From an optimization exercise on the open Yosys and OpenROAD flow, aimed at small area; shortcuts taken in it are not production practice. Only simulation tests tie the RTL to the original design; equivalence was not proved. Power is estimated from default activity; no workload was simulated.

--- config.mk ---
export PLATFORM = sky130hd
export DESIGN_NAME = emaxi
export DESIGN_NICKNAME = emaxi
export VERILOG_FILES = /design/flow/design.v
export SDC_FILE = /design/flow/constraint.sdc
export NUM_CORES = 8
export LEC_CHECK = 0
export CAP_MARGIN = 20
export CORE_MARGIN = 2
export CORE_UTILIZATION = 40
export SLEW_MARGIN = 20
--- constraint.sdc ---
create_clock -name core_clock -period 5.0 [get_ports {m_axi_aclk}]
set_input_delay 1.0000 -clock core_clock [delete_from_list [all_inputs] [get_ports {m_axi_aclk}]]
set_output_delay 1.0000 -clock core_clock [all_outputs]
set_load 0.01 [all_outputs]
--- design.v ---
module packet2emesh #(parameter AW = 32,    
		      parameter PW = 104)   
   (
    input [PW-1:0]  packet_in,
    output 	    write_in,    
    output [1:0]    datamode_in, 
    output [4:0]    ctrlmode_in, 
    output [AW-1:0] dstaddr_in,  
    output [AW-1:0] srcaddr_in,  
    output [AW-1:0] data_in  
    );
   generate
      if(PW==104)
	begin : p104
	   assign write_in           = packet_in[0];   
	   assign datamode_in[1:0]   = packet_in[2:1];   
	   assign ctrlmode_in[4:0]   = {1'b0,packet_in[6:3]};   
	   assign dstaddr_in[31:0]   = packet_in[39:8]; 	 
	   assign srcaddr_in[31:0]   = packet_in[103:72];  
	   assign data_in[31:0]      = packet_in[71:40]; 
	end
      else if(PW==136)
	begin : p136
	   assign write_in           = packet_in[0];
	   assign datamode_in[1:0]   = packet_in[2:1];  
	   assign ctrlmode_in[4:0]   = packet_in[7:3];
	   assign dstaddr_in[63:0]   = {packet_in[135:104],packet_in[39:8]}; 
	   assign srcaddr_in[63:0]   = {packet_in[71:40],packet_in[135:72]};
	   assign data_in[63:0]      = packet_in[103:40];
	end
      else if(PW==72)
	begin : p72
	   assign write_in           = packet_in[0];
	   assign datamode_in[1:0]   = packet_in[2:1];  
	   assign ctrlmode_in[4:0]   = packet_in[7:3];
	   assign dstaddr_in[31:0]   = packet_in[39:8]; 
	   assign data_in[31:0]      = packet_in[71:40];
	end
      else if(PW==40)
	begin : p40
	   assign write_in           = packet_in[0];
	   assign datamode_in[1:0]   = packet_in[2:1];  
	   assign ctrlmode_in[4:0]   = packet_in[7:3];
	   assign dstaddr_in[15:0]   = packet_in[23:8]; 
	   assign data_in[15:0]      = packet_in[39:24];
	end
      else
	begin : unknown
	end
   endgenerate
endmodule  
module emesh2packet #(parameter AW = 32,    
		      parameter PW = 104)   
   (
    input 	    write_out, 
    input [1:0]     datamode_out,
    input [4:0]     ctrlmode_out,
    input [AW-1:0]  dstaddr_out,
    input [AW-1:0]  data_out, 
    input [AW-1:0]  srcaddr_out, 
    output [PW-1:0] packet_out
    );
   assign packet_out[0]       = write_out;   
   assign packet_out[2:1]     = datamode_out[1:0];
   assign packet_out[7:3]     = ctrlmode_out[4:0];
   generate   
     if(PW==136)
	begin : p136
	   assign packet_out[39:8]    = dstaddr_out[31:0];
	   assign packet_out[71:40]   = data_out[31:0];     
	   assign packet_out[103:72]  = srcaddr_out[31:0];  
	   assign packet_out[135:104] = dstaddr_out[63:32];
	end
      else if(PW==104)
	begin : p104
	   assign packet_out[39:8]    = dstaddr_out[31:0];
	   assign packet_out[71:40]   = data_out[31:0];
	   assign packet_out[103:72]  = srcaddr_out[31:0];
	end
      else if(PW==72)
	begin : p72
	   assign packet_out[39:8]    = dstaddr_out[31:0];
	   assign packet_out[71:40]   = data_out[31:0];
	end
      else if(PW==40)
	begin : p40
	   assign packet_out[23:8]    = dstaddr_out[15:0];
	   assign packet_out[39:24]   = data_out[15:0];
	end
   endgenerate
endmodule  
module oh_dsync  #(parameter PS    = 2,         
		   parameter DELAY = 0         
		   )
   (
    input  clk,  
    input  nreset,  
    input  din,  
    output dout     
    );
   localparam ASIC = 0;   
   generate
      if(ASIC)	
	begin : g0
	   asic_dsync asic_dsync (.clk(clk),
				  .nreset(nreset),
				  .din(din),
				  .dout(dout));
	end
      else
	begin : g0
	   reg [PS:0]   sync_pipe; 
	   always @ (posedge clk or negedge nreset)		 
	     if(!nreset)
	       sync_pipe[PS:0] <= 1'b0;
	     else
	       sync_pipe[PS:0] <= {sync_pipe[PS-1:0],din};	      	      
	   assign dout = (DELAY & sync_pipe[PS]) |   
			 (~DELAY & sync_pipe[PS-1]);  
      	end 
   endgenerate
endmodule  
module oh_memory_ram  # (parameter DW    = 104,            
			 parameter DEPTH = 32,             
			 parameter AW    = $clog2(DEPTH)   
			 ) 
   ( 
    input 		rd_clk, 
    input 		rd_en,  
    input [AW-1:0] 	rd_addr,  
    output reg [DW-1:0] rd_dout,  
    input 		wr_clk, 
    input 		wr_en,  
    input [AW-1:0] 	wr_addr,  
    input [DW-1:0] 	wr_wem,  
    input [DW-1:0] 	wr_din  
    );
   reg [DW-1:0]        ram    [DEPTH-1:0];  
   integer 	       i;
   always @ (posedge rd_clk)
     if(rd_en)       
       rd_dout[DW-1:0] <= ram[rd_addr[AW-1:0]];
   always @(posedge wr_clk)    
     for (i=0;i<DW;i=i+1)
       if (wr_en & wr_wem[i]) 
         ram[wr_addr[AW-1:0]][i] <= wr_din[i];
endmodule  
module oh_memory_dp # (parameter DW    = 104,       
		       parameter DEPTH = 32,        
		       parameter PROJ  = "",        
		       parameter MCW   = 8,          
		       parameter AW    = $clog2(DEPTH)  
		       ) 
   ( 
    input 	    wr_clk,  
    input 	    wr_en,  
    input [DW-1:0]  wr_wem,  
    input [AW-1:0]  wr_addr, 
    input [DW-1:0]  wr_din,  
    input 	    rd_clk,  
    input 	    rd_en,  
    input [AW-1:0]  rd_addr, 
    output [DW-1:0] rd_dout, 
    input 	    shutdown,  
    input [MCW-1:0] memconfig,  
    input [MCW-1:0] memrepair,  
    input 	    bist_en,  
    input 	    bist_we,  
    input [DW-1:0]  bist_wem,  
    input [AW-1:0]  bist_addr,  
    input [DW-1:0]  bist_din   
    );
   localparam ASIC = 0;   
   generate
      if(ASIC)
	begin : asic
	   oh_memory_ram #(.DW(DW),
			   .DEPTH(DEPTH))	     
	   memory_dp ( 
		      .rd_dout	(rd_dout[DW-1:0]),
		      .rd_clk	(rd_clk),
		      .rd_en	(rd_en),
		      .rd_addr	(rd_addr[AW-1:0]),
		      .wr_en	(wr_en),
		      .wr_clk	(wr_clk),
		      .wr_addr	(wr_addr[AW-1:0]),
		      .wr_wem	(wr_wem[DW-1:0]),
		      .wr_din	(wr_din[DW-1:0]));
	end  
      else
	begin : generic
	   oh_memory_ram #(.DW(DW),
			   .DEPTH(DEPTH))	     
	   memory_dp ( 
		      .rd_dout	(rd_dout[DW-1:0]),
		      .rd_clk	(rd_clk),
		      .rd_en	(rd_en),
		      .rd_addr	(rd_addr[AW-1:0]),
		      .wr_en	(wr_en),
		      .wr_clk	(wr_clk),
		      .wr_addr	(wr_addr[AW-1:0]),
		      .wr_wem	(wr_wem[DW-1:0]),
		      .wr_din	(wr_din[DW-1:0]));
	end  
   endgenerate
endmodule  
module oh_fifo_sync #(parameter DW        = 104,       
		      parameter DEPTH     = 32,        
		      parameter PROG_FULL = (DEPTH/2), 
		      parameter AW = $clog2(DEPTH)     
		      ) 
(
   input 	       clk,  
   input 	       nreset,  
   input [DW-1:0]      din,  
   input 	       wr_en,  
   input 	       rd_en,  
   output [DW-1:0]     dout,  
   output 	       full,  
   output 	       prog_full,  
   output 	       empty,  
   output reg [AW-1:0] rd_count      
 );
   reg [AW-1:0]        wr_addr;
   reg [AW-1:0]        rd_addr;
   wire 	       fifo_read;
   wire 	       fifo_write;
   assign empty       = (rd_count[AW-1:0] == 0);   
   assign prog_full   = (rd_count[AW-1:0] >= PROG_FULL);   
   assign full        = (rd_count[AW-1:0] == (DEPTH-1));
   assign fifo_read   = rd_en & ~empty;
   assign fifo_write  = wr_en & ~full;
   always @ ( posedge clk or negedge nreset) 
     if(!nreset) 
       begin	   
          wr_addr[AW-1:0]   <= 'd0;
          rd_addr[AW-1:0]   <= 'b0;
          rd_count[AW-1:0]  <= 'b0;
       end 
     else if(fifo_write & fifo_read) 
       begin
	  wr_addr[AW-1:0] <= wr_addr[AW-1:0] + 'd1;
	  rd_addr[AW-1:0] <= rd_addr[AW-1:0] + 'd1;	      
       end 
     else if(fifo_write) 
       begin
	  wr_addr[AW-1:0] <= wr_addr[AW-1:0]  + 'd1;
	  rd_count[AW-1:0]<= rd_count[AW-1:0] + 'd1;	
       end 
     else if(fifo_read) 
       begin	      
          rd_addr[AW-1:0] <= rd_addr[AW-1:0]  + 'd1;
          rd_count[AW-1:0]<= rd_count[AW-1:0] - 'd1;
       end
   oh_memory_dp 
     #(.DW(DW),
       .DEPTH(DEPTH))
   mem ( 
	.rd_dout	(dout[DW-1:0]),
	.rd_clk		(clk),
	.rd_en		(fifo_read),
	.rd_addr	(rd_addr[AW-1:0]),
	.wr_clk		(clk),
	.wr_en		(fifo_write),
  	.wr_wem		({(DW){1'b1}}),
	.wr_addr	(wr_addr[AW-1:0]),
	.wr_din	        (din[DW-1:0]));
endmodule  
module emaxi( 
   wr_wait, rd_wait, rr_access, rr_packet, m_axi_awid, m_axi_awaddr,
   m_axi_awlen, m_axi_awsize, m_axi_awburst, m_axi_awlock,
   m_axi_awcache, m_axi_awprot, m_axi_awqos, m_axi_awvalid, m_axi_wid,
   m_axi_wdata, m_axi_wstrb, m_axi_wlast, m_axi_wvalid, m_axi_bready,
   m_axi_arid, m_axi_araddr, m_axi_arlen, m_axi_arsize, m_axi_arburst,
   m_axi_arlock, m_axi_arcache, m_axi_arprot, m_axi_arqos,
   m_axi_arvalid, m_axi_rready,
   wr_access, wr_packet, rd_access, rd_packet, rr_wait, m_axi_aclk,
   m_axi_aresetn, m_axi_awready, m_axi_wready, m_axi_bid, m_axi_bresp,
   m_axi_bvalid, m_axi_arready, m_axi_rid, m_axi_rdata, m_axi_rresp,
   m_axi_rlast, m_axi_rvalid
   );
   parameter M_IDW  = 12;
   parameter PW     = 104;
   parameter AW     = 32;
   parameter DW     = 32;
   input 	       wr_access;
   input [PW-1:0]      wr_packet;   
   output 	       wr_wait;
   input 	       rd_access;
   input [PW-1:0]      rd_packet;
   output 	       rd_wait;
   output 	       rr_access;
   output [PW-1:0]     rr_packet;
   input 	       rr_wait;
   input  	       m_axi_aclk;     
   input  	       m_axi_aresetn;  
   output [M_IDW-1:0]  m_axi_awid;     
   output [31 : 0]     m_axi_awaddr;   
   output [7 : 0]      m_axi_awlen;    
   output [2 : 0]      m_axi_awsize;   
   output [1 : 0]      m_axi_awburst;  
   output              m_axi_awlock;   
   output [3 : 0]      m_axi_awcache;  
   output [2 : 0]      m_axi_awprot;   
   output [3 : 0]      m_axi_awqos;    
   output 	       m_axi_awvalid;  
   input 	       m_axi_awready;  
   output [M_IDW-1:0]  m_axi_wid;     
   output [63 : 0]     m_axi_wdata;    
   output [7 : 0]      m_axi_wstrb;    
   output 	       m_axi_wlast;    
   output 	       m_axi_wvalid;   
   input 	       m_axi_wready;   
   input [M_IDW-1:0]   m_axi_bid;
   input [1 : 0]       m_axi_bresp;    
   input 	       m_axi_bvalid;   
   output 	       m_axi_bready;   
   output [M_IDW-1:0]  m_axi_arid;     
   output [31 : 0]     m_axi_araddr;   
   output [7 : 0]      m_axi_arlen;    
   output [2 : 0]      m_axi_arsize;   
   output [1 : 0]      m_axi_arburst;  
   output              m_axi_arlock;   
   output [3 : 0]      m_axi_arcache;  
   output [2 : 0]      m_axi_arprot;   
   output [3 : 0]      m_axi_arqos;    
   output 	       m_axi_arvalid;  
   input 	       m_axi_arready;  
   input [M_IDW-1:0]   m_axi_rid;      
   input [63 : 0]      m_axi_rdata;    
   input [1 : 0]       m_axi_rresp;    
   input 	       m_axi_rlast;    
   input 	       m_axi_rvalid;   
   output 	       m_axi_rready;   
   reg [31 : 0]        m_axi_awaddr;
   reg [7:0] 	       m_axi_awlen;
   reg [2:0] 	       m_axi_awsize;
   reg 		       m_axi_awvalid;
   reg [63 : 0]        m_axi_wdata;
   reg [63 : 0]        m_axi_rdata_reg;
   reg [7 : 0] 	       m_axi_wstrb;
   reg 		       m_axi_wlast;
   reg 		       m_axi_wvalid;
   reg 		       awvalid_b;
   reg [31:0] 	       awaddr_b;
   reg [2:0] 	       awsize_b;
   reg [7:0] 	       awlen_b;
   reg 		       wvalid_b;
   reg [63:0] 	       wdata_b;
   reg [7:0] 	       wstrb_b;
   reg [63 : 0]        wdata_aligned;
   reg [7 : 0] 	       wstrb_aligned;
   reg 		       rr_access;
   reg [31:0] 	       rr_data;
   reg [31:0] 	       rr_srcaddr;
   reg [3:0] 	       rr_datamode;
   reg [3:0] 	       rr_ctrlmode;
   reg [31:0] 	       rr_dstaddr;
   reg [63:0] 	       m_axi_rdata_fifo;
   reg 		       rr_access_fifo;
   wire 	       aw_go;
   wire 	       w_go;
   wire 	       readinfo_wren;
   wire 	       readinfo_full;
   wire [40:0] 	       readinfo_out;
   wire [40:0] 	       readinfo_in;
   wire 	       awvalid_in;
   wire [1:0] 	       wr_datamode;
   wire [AW-1:0]       wr_dstaddr;
   wire [DW-1:0]       wr_data;
   wire [AW-1:0]       wr_srcaddr;
   wire [1:0] 	       rd_datamode;
   wire [4:0] 	       rd_ctrlmode;
   wire [AW-1:0]       rd_dstaddr;
   wire [AW-1:0]       rd_srcaddr;
   wire [1:0] 	       rr_datamode_fifo;
   wire [3:0] 	       rr_ctrlmode_fifo;
   wire [31:0] 	       rr_dstaddr_fifo;
   wire [2:0] 	       rr_alignaddr_fifo;
   wire [103:0]        packet_out;   
   wire 	       fifo_prog_full;
   wire 	       fifo_full;   	
   wire 	       fifo_rd_en;
   wire 	       fifo_wr_en;
   packet2emesh p2e_rxwr (
			  .write_in		(),
			  .datamode_in		(wr_datamode[1:0]),
			  .ctrlmode_in		(),
			  .dstaddr_in		(wr_dstaddr[AW-1:0]),
			  .data_in		(wr_data[DW-1:0]),
			  .srcaddr_in		(wr_srcaddr[AW-1:0]),
			  .packet_in		(wr_packet[PW-1:0])
			  );
   packet2emesh p2e_rxrd (
			  .write_in		(),
			  .datamode_in		(rd_datamode[1:0]),
			  .ctrlmode_in		(rd_ctrlmode[4:0]),
			  .dstaddr_in		(rd_dstaddr[AW-1:0]),
			  .data_in		(),
			  .srcaddr_in		(rd_srcaddr[AW-1:0]),
			  .packet_in		(rd_packet[PW-1:0])
			  );
   emesh2packet e2p (
		     .packet_out	(rr_packet[PW-1:0]),
		     .write_out		(1'b1),
		     .datamode_out	(rr_datamode[1:0]),
		     .ctrlmode_out	({1'b0,rr_ctrlmode[3:0]}),
		     .dstaddr_out	(rr_dstaddr[AW-1:0]),
		     .data_out		(rr_data[DW-1:0]),
		     .srcaddr_out	(rr_srcaddr[AW-1:0])
		     );
   assign m_axi_awid[M_IDW-1:0]  = {(M_IDW){1'b0}};
   assign m_axi_awburst[1:0]	= 2'b01;  
   assign m_axi_awcache[3:0]	= 4'b0000;  
   assign m_axi_awprot[2:0]	= 3'b000;
   assign m_axi_awqos[3:0]	= 4'b0000;
   assign m_axi_awlock          = 1'b0;
   assign m_axi_arid[M_IDW-1:0] = {(M_IDW){1'b0}};
   assign m_axi_arburst[1:0]	= 2'b01;  
   assign m_axi_arcache[3:0]	= 4'b0000;
   assign m_axi_arprot[2:0]	= 3'h0;
   assign m_axi_arqos[3:0]	= 4'h0;
   assign m_axi_arlock          = 1'b0;
   assign m_axi_bready    	= 1'b1; 
   assign m_axi_wid[M_IDW-1:0]  = {(M_IDW){1'b0}};
   assign aw_go       = m_axi_awvalid & m_axi_awready;
   assign w_go        = m_axi_wvalid  & m_axi_wready;
   assign wr_wait     = awvalid_b | wvalid_b;
   assign awvalid_in  = wr_access & ~awvalid_b & ~wvalid_b;
   always @( posedge m_axi_aclk )     
     if(!m_axi_aresetn) 
       begin
          m_axi_awvalid      <= 1'b0;
          m_axi_awaddr[31:0] <= 32'd0;
          m_axi_awlen[7:0]   <= 8'd0;
          m_axi_awsize[2:0]  <= 3'd0;	  
          awvalid_b          <= 1'b0;
          awaddr_b           <= 'd0;
          awlen_b[7:0]       <= 'd0;
          awsize_b[2:0]      <= 'd0;
       end 
     else 
       begin
          if( ~m_axi_awvalid | aw_go ) 
	    begin
               if( awvalid_b ) 
		 begin
		    m_axi_awvalid       <= 1'b1;
		    m_axi_awaddr[31:0]  <= awaddr_b[31:0];
		    m_axi_awlen[7:0]    <= awlen_b[7:0];
		    m_axi_awsize[2:0]   <= awsize_b[2:0];
		 end 
	      else 
		begin
		   m_axi_awvalid       <= awvalid_in;
		   m_axi_awaddr[31:0]  <= wr_dstaddr[31:0];
		   m_axi_awlen[7:0]    <= 8'b0;
		   m_axi_awsize[2:0]   <= { 1'b0, wr_datamode[1:0]};
		end
	    end
          if( awvalid_in & m_axi_awvalid & ~aw_go )
            awvalid_b <= 1'b1;
          else if( aw_go )
            awvalid_b <= 1'b0;
         if( awvalid_in )
	   begin
              awaddr_b[31:0]  <= wr_dstaddr[31:0];
              awlen_b[7:0]    <= 8'b0;
              awsize_b[2:0]   <= { 1'b0, wr_datamode[1:0] };
         end        
       end  
   always @*
     case( wr_datamode[1:0] )        
       2'b00:    wdata_aligned[63:0] = { 8{wr_data[7:0]}};
       2'b01:    wdata_aligned[63:0] = { 4{wr_data[15:0]}};
       2'b10:    wdata_aligned[63:0] = { 2{wr_data[31:0]}};
       default: wdata_aligned[63:0]  = { wr_srcaddr[31:0], wr_data[31:0]};
     endcase
   always @*
     begin
	case(wr_datamode[1:0])
          2'd0:  
            case(wr_dstaddr[2:0])
              3'd0:    wstrb_aligned[7:0] = 8'h01;
              3'd1:    wstrb_aligned[7:0] = 8'h02;
              3'd2:    wstrb_aligned[7:0] = 8'h04;
              3'd3:    wstrb_aligned[7:0] = 8'h08;
              3'd4:    wstrb_aligned[7:0] = 8'h10;
              3'd5:    wstrb_aligned[7:0] = 8'h20;
              3'd6:    wstrb_aligned[7:0] = 8'h40;
              default: wstrb_aligned[7:0] = 8'h80;
            endcase
          2'd1:  
            case(wr_dstaddr[2:1])
              2'd0:    wstrb_aligned[7:0] = 8'h03;
              2'd1:    wstrb_aligned[7:0] = 8'h0c;
              2'd2:    wstrb_aligned[7:0] = 8'h30;
              default: wstrb_aligned[7:0] = 8'hc0;
            endcase
          2'd2:  
            if(wr_dstaddr[2])
	      wstrb_aligned[7:0] = 8'hf0;
            else
	      wstrb_aligned[7:0] = 8'h0f;
	  2'd3: 
	    wstrb_aligned[7:0] = 8'hff;
	endcase  
     end  
   always @ (posedge m_axi_aclk )
     if(~m_axi_aresetn) 
       begin	  
	  m_axi_wvalid      <= 1'b0;
          m_axi_wdata[63:0] <= 64'b0;
          m_axi_wstrb[7:0]  <= 8'b0;
          m_axi_wlast       <= 1'b1;  
          wvalid_b          <= 1'b0;
          wdata_b[63:0]     <= 64'b0;
          wstrb_b[7:0]      <= 8'b0;         
       end 
     else 
       begin
          if( ~m_axi_wvalid | w_go ) 
	    begin
            if( wvalid_b ) 
	      begin
		 m_axi_wvalid       <= 1'b1;
		 m_axi_wdata[63:0]  <= wdata_b[63:0];
		 m_axi_wstrb[7:0]   <= wstrb_b[7:0];
              end 
	    else 
	      begin
		 m_axi_wvalid       <= awvalid_in;
		 m_axi_wdata[63:0]  <= wdata_aligned[63:0];
		 m_axi_wstrb[7:0]   <= wstrb_aligned[7:0];
              end
            end  
         if( wr_access & m_axi_wvalid & ~w_go )
           wvalid_b <= 1'b1;
         else if( w_go )
           wvalid_b <= 1'b0;
          if( awvalid_in ) 
	    begin
               wdata_b[63:0] <= wdata_aligned[63:0];
               wstrb_b[7:0]  <= wstrb_aligned[7:0];
            end
       end  
   assign  readinfo_in[40:0] = {rd_srcaddr[31:0], 
				rd_dstaddr[2:0],  
				rd_ctrlmode[3:0], 
				rd_datamode[1:0]  
				};
   wire sync_nreset;   
   oh_dsync dsync(.dout	(sync_nreset),
	       .clk	(m_axi_aclk),
	       .nreset       (1'b1),
	       .din	(m_axi_aresetn)
	       );
   oh_fifo_sync #(.DW(104), 
		   .DEPTH(32)) 
   fifo_async (.full		(fifo_full),
	       .prog_full	(fifo_prog_full),
	       .dout		(packet_out[103:0]),
	       .empty		(),
	       .nreset		(sync_nreset),
	       .clk	        (m_axi_aclk),
	       .wr_en		(fifo_wr_en),
	       .din		({63'b0,readinfo_in[40:0]}),
	       .rd_en		(fifo_rd_en)
	       ); 
   assign  rr_datamode_fifo[1:0]  = packet_out[1:0];
   assign  rr_ctrlmode_fifo[3:0]  = packet_out[5:2];
   assign  rr_alignaddr_fifo[2:0] = packet_out[8:6];
   assign  rr_dstaddr_fifo[31:0]  = packet_out[40:9];
   assign    m_axi_araddr[31:0]   = rd_dstaddr[31:0];
   assign    m_axi_arsize[2:0]    = {1'b0, rd_datamode[1:0]};
   assign    m_axi_arlen[7:0]     = 8'd0;  
   assign    m_axi_arvalid        = rd_access & ~fifo_prog_full;  
   assign    fifo_wr_en           = m_axi_arvalid & m_axi_arready ;
   assign    rd_wait              = ~m_axi_arready | fifo_prog_full; 
   assign    fifo_rd_en           =  m_axi_rvalid & m_axi_rready; 
   assign    m_axi_rready         = ~rr_wait;  
   always @ (posedge m_axi_aclk)
     if(!m_axi_aresetn) 
       begin
	  rr_access_fifo  <= 1'b0;	  
	  rr_access       <= 1'b0;	  
       end
     else	 
       begin
	  rr_access_fifo   <= fifo_rd_en;
	  rr_access        <= rr_access_fifo;	  
       end
   always @ (posedge m_axi_aclk)    
     begin	  
	m_axi_rdata_fifo[63:0] <= m_axi_rdata[63:0];      	  
	rr_datamode[1:0]       <= rr_datamode_fifo[1:0];
	rr_ctrlmode[3:0]       <= rr_ctrlmode_fifo[3:0];
	rr_dstaddr[31:0]       <= rr_dstaddr_fifo[31:0];	  
	case(rr_datamode_fifo[1:0]) 
          2'd0:   
            case(rr_alignaddr_fifo[2:0])
	      3'd0:     rr_data[31:0] <= {24'b0,m_axi_rdata_fifo[7:0]};
	      3'd1:     rr_data[31:0] <= {24'b0,m_axi_rdata_fifo[15:8]};
	      3'd2:     rr_data[31:0] <= {24'b0,m_axi_rdata_fifo[23:16]};
	      3'd3:     rr_data[31:0] <= {24'b0,m_axi_rdata_fifo[31:24]};
	      3'd4:     rr_data[31:0] <= {24'b0,m_axi_rdata_fifo[39:32]};
	      3'd5:     rr_data[31:0] <= {24'b0,m_axi_rdata_fifo[47:40]};
	      3'd6:     rr_data[31:0] <= {24'b0,m_axi_rdata_fifo[55:48]};
	      3'd7:     rr_data[31:0] <= {24'b0,m_axi_rdata_fifo[63:56]};
	      default:  rr_data[31:0] <= {24'b0,m_axi_rdata_fifo[7:0]};
            endcase	    
          2'd1:   
            case(rr_alignaddr_fifo[2:1])
	      2'd0:    rr_data[31:0] <= {16'b0,m_axi_rdata_fifo[15:0]};
	      2'd1:    rr_data[31:0] <= {16'b0,m_axi_rdata_fifo[31:16]};
	      2'd2:    rr_data[31:0] <= {16'b0,m_axi_rdata_fifo[47:32]};
	      2'd3:    rr_data[31:0] <= {16'b0,m_axi_rdata_fifo[63:48]};
	      default: rr_data[31:0] <= {16'b0,m_axi_rdata_fifo[15:0]};
            endcase
          2'd2:   
	    begin
               if(rr_alignaddr_fifo[2])
		 rr_data[31:0] <= m_axi_rdata_fifo[63:32];
               else
		 rr_data[31:0] <= m_axi_rdata_fifo[31:0];
	    end
          2'd3: 
	    begin  
	       rr_data[31:0]     <= m_axi_rdata_fifo[31:0];
	       rr_srcaddr[31:0]  <= m_axi_rdata_fifo[63:32];
            end
        endcase         
     end  
endmodule  
--- run.sh ---
#!/bin/bash
# synth_recipe.tcl (not shown) runs the flow's synth.tcl, then flattens the netlist and writes it again
# the make line also repeats each setting of config.mk as NAME=value (left out here)
make -C /OpenROAD-flow-scripts/flow DESIGN_CONFIG=/design/flow/config.mk WORK_HOME=/design/flow/orfs CLKGATE_MAP_FILE= SYNTH_SCRIPT=/design/flow/synth_recipe.tcl finish
==> reports/metrics.csv <==
metric,value,unit
WP data required,4000,ps
CP most frequent cell,clkdlybuf4s50_1,
CP max stage cell,clkdlybuf4s50_1,
Avg Synthesized Cell Area,16.0,um^2
clk buf depth,3,
gpl congestion,0.838,
synth warn,4,
"Design Area, Final",80200,um^2
run status,no timing/DRC/antenna violations,
leak pwr,27.2,nW
grt ovf,0,
Slew HR,27.0,%
drt initial violations,3350,
compound-cell area share of the yosys netlist,6.40,%
Top Ports,646,
share of cells above drive strength 1,13.7,%
Synth async-reset ratio,0.855,%
DRT antenna net count,0,
total clock sinks,1754,
Non-Filler Instances,7040,
PwrDens,507,nW/um^2
Post-Synth XOR/XNOR Area,0.130,%
vias,38200,
Synth Area in Adders,0.248,%
Max stage delay on crit path,780,ps
type of the worst min-delay path,flip-flop to async pin,
CP Cell Sequence,clkdlybuf4s50_1 > buf_4 > clkdlybuf4s50_1,
GRT Overall Usage,20.5,%
Hold WS,315,ps
Die Footprint,172000,um^2
num rows,150,
crit path capture type,output port,
Core Area,167000,um^2
Inst Count DP,6690,
"most common cell after layout, fill and taps aside",edfxtp_1,
Syn Std Cell Area,67500,um^2
post-synthesis cell type count,61,
CTS tree,yes,
dpl hpwl,109000,um
via/cell ratio,5.42,
CP arrival,2610,ps
clk latency of the worst-skew pair,810,ps
Final Power,40.6,mW
Gate Count Post-Synth,4217,
Clock transition at path regs,60,ps
Yosys reg bits,1754,
Final TNS setup,0,ps
largest net degree at the start of global routing,137,
Critical path buffers and inverters,3,
post_cts resized,0,
Fmax,277,MHz
H-tree depth,4,
initial antenna violation count,14,
cts hold-fix bufs,0,
Max VDD drop,397,uV
CP max FO,33,
fin nets,4993,
CTS root buf,clkbuf_16,
multiplexer share of the synthesized area,12.2,%
TritonRoute pass-1 iters,6,
minimum clock period,3610,ps
setup violators final,0,
Wirelength per Cell,25.5,um
skew final,46.6,ps
port bufs,431,
Worst path top cell family by delay,buffers and inverters,
setup slack after layout,1390,ps
fin util,47.9,%
RSZ-0062 raised after global routing,false,
Die X,415,um
sequential area share after synthesis,72.7,%
Max Cap Viol,0,
Post-route DRC,0,
Die Span Y,415,um
"commonest non-fill, non-tap cells in the layout","edfxtp_1, mux2i_1, clkdlybuf4s50_1",
global-route wire length before repair,261000,um
post-CTS setup buffers,0,
CTS Buf Count,181,
"Hold Vio Cnt, Final",0,
vias in the first global route,37500,
"Top FF cell, synth",edfxtp_1,
fin crit share,72.1,%
largest family of logic cells by synthesized area,multiplexers,
DP Area,74400,um^2
Layout area overhead,18.9,%
Post-Synth Simple-Gate Area,5.01,%
final slew viol count,0,
number of synthesized flops with an enable pin,1385,
Worst setup SP type,primary input,
Worst Tran Pin Value,1100,ps
routed wire length,179000,um
DP Worst Slack,668,ps
Initial Utilization,40.3,%
critical path class,primary input to output port,
-- metal layers --
layer / up-vias / global-route usage (%) / wire (um)
li1: 17000 / - / -
met1: 19500 / 27.3 / 75300
met2: 1387 / 33.7 / 87200
met3: 293 / 4.10 / 11800
met4: 6 / 6.28 / 5010
met5: - / 0.194 / 66
-- power breakdown --
part | total (mW) | switching (mW) | internal (mW)
registers | 17.3 | 0.630 | 16.7
logic | 10.1 | 5.80 | 4.27
clock network | 13.2 | 5.66 | 7.57
total | 40.6 | 12.1 | 28.5
-- final timing paths --
path	start	cells past startpoint	end	slack, ps
max	rd_packet[1]	3	m_axi_arsize[0]	1390
min	dsync.g0.sync_pipe[1]	0	fifo_async.wr_addr[1]	320
max reg2reg	fifo_async.rd_count[4]	6	fifo_async.mem.generic.memory_dp.ram[30][26]	1660
min reg2reg	dsync.g0.sync_pipe[1]	0	fifo_async.wr_addr[1]	320
max in group asynchronous	dsync.g0.sync_pipe[1]	0	fifo_async.rd_addr[0]	4050
min in group core_clock	dsync.g0.sync_pipe[0]	0	dsync.g0.sync_pipe[1]	330
-- cells by family after synthesis --
group	after synthesis
flops	1754
simple gates	728
compound gates	693
mux	610
buf+inv	407
fa+ha+maj	13
xor+xnor	10
other cells	2
-- layout make-up --
| type | instances | area, um^2 |
|---|---|---|
| diodes | 11 | 27.5 |
| clock buffers | 232 | 4890 |
| clock inverters | 106 | 966 |
| fillers | 14300 | 87200 |
| inverters | 22 | 87.6 |
| multi-input cells | 2140 | 16900 |
| flip-flops and latches | 1754 | 49100 |
| well taps | 2204 | 2760 |
| repair buffers | 571 | 5560 |
-- cells in the mapped netlist, types with 15 or more instances --
cell | instances | area, um^2
a211oi_1 | 86 | 646
a21oi_1 | 277 | 1390
a22oi_1 | 190 | 1430
buf_1 | 17 | 63.8
buf_2 | 86 | 430
buf_4 | 138 | 1040
clkbuf_1 | 134 | 503
dfrtp_1 | 15 | 375
dfxtp_1 | 354 | 7090
edfxtp_1 | 1385 | 41600
inv_1 | 19 | 71.3
mux2_2 | 18 | 203
mux2i_1 | 422 | 4220
mux4_2 | 170 | 3830
nand2_1 | 245 | 920
nand3_1 | 96 | 480
nand4_1 | 44 | 275
nor2_1 | 171 | 642
nor2b_1 | 118 | 738
nor3_1 | 24 | 120
o21ai_0 | 82 | 410
-- flip-flops by register name, summed over array words and instances, names as in the netlist, 4 cells and up --
| register | flops |
|---|---|
| fifo_async.mem.generic.memory_dp.ram | 1312 |
| m_axi_rdata_fifo | 64 |
| m_axi_wdata | 64 |
| wdata_b | 64 |
| fifo_async.mem.generic.memory_dp.rd_dout | 41 |
| awaddr_b | 32 |
| m_axi_awaddr | 32 |
| rr_data | 32 |
| rr_dstaddr | 32 |
| rr_srcaddr | 32 |
| m_axi_wstrb | 8 |
| wstrb_b | 8 |
| fifo_async.rd_addr | 5 |
| fifo_async.rd_count | 5 |
| fifo_async.wr_addr | 5 |
| rr_ctrlmode | 4 |

port drivers added, routing unchanged:
The flow's constraints put no driver on any port. The routed layout listed below was extracted and timed again, unchanged, in two steps. Step 1 sets driving cells, clkbuf_16 on the clock port and buf_2 on the other inputs (assumed; they add their load-dependent delay and slew). Step 2 moves the port delays by t, midway between the first and last clock arrival at a register: inputs arrive t later, outputs are due t later. That takes back most of the time a late clock gives input paths. Three values: ideal ports, drivers, drivers and shift; two values: the first two.
t, ns: 0.871
setup slack, ns: 1.395 / 1.250 / 0.679
hold WS [ns]: 0.315 / 0.315 / 0.315
worst setup path after step 2: input to register
After both steps this run still meets setup and hold. The setup slack of this run moves by -0.145 ns with the drivers and by -0.716 ns with both steps.
